This is an optimization exercise on Yosys and OpenROAD, whose aim is small area, not a production implementation. Only simulation tests tie the RTL to the original design; equivalence was not proved. Power is estimated from default activity; no workload was simulated.

== job 5769 ==
// SYS_TOP
module SYS_TOP (
 input  wire RST_N,
 input  wire CLK,
 input  wire UART_RX_IN,
 output wire UART_TX_O,
 output wire parity_error,
 output wire framing_error
);
Size in the first run: about 640 cells after synthesis, about 190 flip-flops, ~6 I/O pins.
clock: 40.0 ns
lec_check: 0
abc_area: 1
cap_margin: 20
core_margin: 2
core_utilization: 40
cts_buf_list: sky130_fd_sc_hd__clkbuf_8
slew_margin: 20
run.sh (not shown) runs the stock make flow with config.mk's settings and CLKGATE_MAP_FILE= SYNTH_SCRIPT=/design/flow/synth_recipe.tcl, a recipe that flattens the netlist after the stock synthesis.
Job 5769 ended with every stage complete and zero timing, DRC or antenna violations.
### job 5769 -> job 2035
Settings: swapping 20 for 0 in SLEW_MARGIN; swapping 20 for 0 in CAP_MARGIN.
==> flow/flow/run.sh (new file) <==
#!/bin/bash
# The standard layout (standard.sh: unchanged synthesis, floorplan,
# placement, CTS, routing, finishing) with these changes:
#  - after synthesis, OpenROAD's restructure re-maps the combinational logic
#    for area (flow/restructure.tcl, run as ORFS's POST_SYNTH_TCL hook);
#  - clock tree synthesis inserts no dummy loads; its buffers are clkbuf_8,
#    except the root, a clkbuf_2 that only drives the tree buffers;
#  - every input and output port still gets its own buffer, but a buf_1
#    (buffer_ports' default pick here is clkdlybuf4s50_1).
# standard.sh's make output goes to standard.log; ORFS keeps each step's log
# under orfs/logs.
set -o pipefail
here=$(pwd)
cp standard.sh standard.sh.log
export POST_SYNTH_TCL="$here/flow/restructure.tcl"
export CTS_ARGS="-sink_clustering_enable -repair_clock_nets -buf_list sky130_fd_sc_hd__clkbuf_8 -root_buf sky130_fd_sc_hd__clkbuf_2 -dont_use_dummy_load"
export BUFFER_PORTS_ARGS="-buffer_cell sky130_fd_sc_hd__buf_1"
bash standard.sh > standard.log 2>&1
status=$?
tail -40 standard.log
exit $status
==> flow/flow/restructure.tcl (new file) <==
# Run by ORFS right after it reads the synthesized netlist (POST_SYNTH_TCL):
# re-map the combinational logic for area with OpenROAD's restructure (ABC).
# Registers are not touched, so they keep the standard synthesis's names
# and cell types.
if { [info exists ::env(LIB_FILES)] } {
  set rs_lib [lindex $::env(LIB_FILES) 0]
} else {
  set rs_lib /OpenROAD-flow-scripts/flow/platforms/sky130hd/lib/sky130_fd_sc_hd__tt_025C_1v80.lib
}
# work files go to the run's folder (the parent of this script's flow/)
set rs_dir [file normalize [file join [file dirname [file normalize [info script]]] .. restructure_work]]
file mkdir $rs_dir
report_design_area
restructure -target area -liberty_file $rs_lib \
  -tielo_port sky130_fd_sc_hd__conb_1/LO -tiehi_port sky130_fd_sc_hd__conb_1/HI \
  -work_dir $rs_dir -abc_logfile $rs_dir/abc.log
report_design_area
==> flow/standard.sh (new file) <==
#!/bin/bash
# synth_recipe.tcl (not shown) runs the flow's synth.tcl, then flattens the netlist and writes it again
# the make line also repeats each setting of config.mk as NAME=value (left out here)
make -C /OpenROAD-flow-scripts/flow DESIGN_CONFIG=/design/flow/config.mk WORK_HOME=/design/flow/orfs CLKGATE_MAP_FILE= SYNTH_SCRIPT=/design/flow/synth_recipe.tcl "${@:-finish}"
removed: flow/run.sh
[summary]
Per the comparison of job 2035 with job 5769, final routed wire length divided by cell count grew by about 15%; wire length of the first global-routing pass now sits lower; final weighted congestion in routability-driven placement climbed 0.0078; mean number of vias per cell rose by 0.64; fmax lost 2.0%. Final period utilization | job 2035 above job 5769. The lower global-route usage came out of job 5769.
Modified inputs, job 6291 compared to job 2035
Settings: SLEW_MARGIN now 20, was 0; CAP_MARGIN now 20, was 0.
--- a/flow/flow/run.sh
+++ b/flow/flow/run.sh
@@ -3 +3 @@
-# placement, CTS, routing, finishing) with these changes:
+# placement, CTS, routing, finishing) with two changes:
@@ -7,3 +7 @@
-#    except the root, a clkbuf_2 that only drives the tree buffers;
-#  - every input and output port still gets its own buffer, but a buf_1
-#    (buffer_ports' default pick here is clkdlybuf4s50_1).
+#    except the root, a clkbuf_2 that only drives the tree buffers.
@@ -17 +14,0 @@
-export BUFFER_PORTS_ARGS="-buffer_cell sky130_fd_sc_hd__buf_1"
--- outcome ---
Job 2035 → job 6291: top achievable clock speed went down, area growth from synthesis to final layout rose 0.44 points.
Any difference in net switching component of the power between job 2035 and job 6291 is small enough to ignore.
~same net switching share of the total power in job 6291 and job 2035
Compared with job 2035, in job 6291 total design power stayed essentially flat; total cell area at the placement stage rose by 19 sq um; headroom to the max-slew limit rose by 0.64 points.
Worst path setup slack after routing: higher on job 2035
Job 2035 → job 6291: first-iteration DRC count moved down; number of fill cells moved up.
Job 6291 was carried through to the last stage, and its layout satisfied the timing, DRC and antenna checks.
--- input diff job 6291..job 8374 ---
Settings: CORE_UTILIZATION: 40 -> 60.
--- a/flow/flow/run.sh
+++ b/flow/flow/run.sh
@@ -6,2 +6 @@
-#  - clock tree synthesis inserts no dummy loads; its buffers are clkbuf_8,
-#    except the root, a clkbuf_2 that only drives the tree buffers.
+#  - clock tree synthesis inserts no dummy loads (it still uses clkbuf_8).
@@ -14 +13 @@
-export CTS_ARGS="-sink_clustering_enable -repair_clock_nets -buf_list sky130_fd_sc_hd__clkbuf_8 -root_buf sky130_fd_sc_hd__clkbuf_2 -dont_use_dummy_load"
+export CTS_ARGS="-sink_clustering_enable -repair_clock_nets -buf_list sky130_fd_sc_hd__clkbuf_8 -dont_use_dummy_load"
[summary]
Delta (job 8374 minus job 6291): clock skew fell by 0.0032 ns, total sequential power comparable.
On clock buffer instance count of the final layout, job 6291 and job 8374 are neck and neck.
Relative to job 6291, die boundary height has decreased by 22 um in job 8374.
Wire length is lower on job 8374
On cell area power density: job 8374 sits above job 6291.
NOTE: cell count in job 8374 falls short of that of job 6291
Synthesized cell count: job 8374 vs job 6291 identical
The inputs of job 524 differ from those of job 8374 as listed below.
Settings: CORE_UTILIZATION now 40, was 60.
[summary]
Via count, job 524 vs job 8374: up slightly
Delta (job 524 minus job 8374): transition time of the tightest slew-check pin essentially unchanged, largest stage delay on the critical path held.
On clock share of power, job 8374 tracks job 524 almost exactly.
Job 524 ends up with a initial core utilization that is 20 points lower than in job 8374.
In job 524 the finished layout cell area turned out about 1% higher than in job 8374.
Job 524 against job 8374: overall power of the completed layout roughly the same, fraction of area in multi-input gates lower, global-route usage lower.

-- re-timing with driven ports --
No port has a modelled driver above. Below, the same layouts with a new extraction and two added sets of constraints.
Step 1 (the two cells are an assumption about what drives the block):
set clk [get_ports {CLK}]
set_driving_cell -lib_cell sky130_fd_sc_hd__clkbuf_16 $clk
set_driving_cell -lib_cell sky130_fd_sc_hd__buf_2 [delete_from_list [all_inputs] $clk]
Step 2 adds t to the input delays and takes it off the output delays; t is the mean of the earliest and latest rising clock arrival at the registers after step 1. Input paths then give back, and output paths get back, about the clock's delay inside the block.
a / b / c = ideal / step 1 / step 2; a / b = the first two.
| run | shift t [ns] | slack for setup (ns) | worst setup path after step 2 | latest minus earliest clock arrival (ns) | worst data-port slew with drivers (ns) |
|---|---|---|---|---|---|
| job 5769 | 0.495 | 29.854 / 29.820 / 30.315 | register to output | 0.017 / 0.016 | 0.03 |
| job 2035 | 0.788 | 29.645 / 29.614 / 30.266 | input to register | 0.038 / 0.037 | 0.03 |
| job 6291 | 0.786 | 29.309 / 29.274 / 29.936 | input to register | 0.046 / 0.045 | 0.03 |
| job 8374 | 0.469 | 29.706 / 29.672 / 29.923 | input to register | 0.037 / 0.037 | 0.03 |
| job 524 | 0.467 | 29.634 / 29.599 / 29.945 | input to register | 0.040 / 0.040 | 0.03 |
After both steps setup and hold are still met in every run listed.
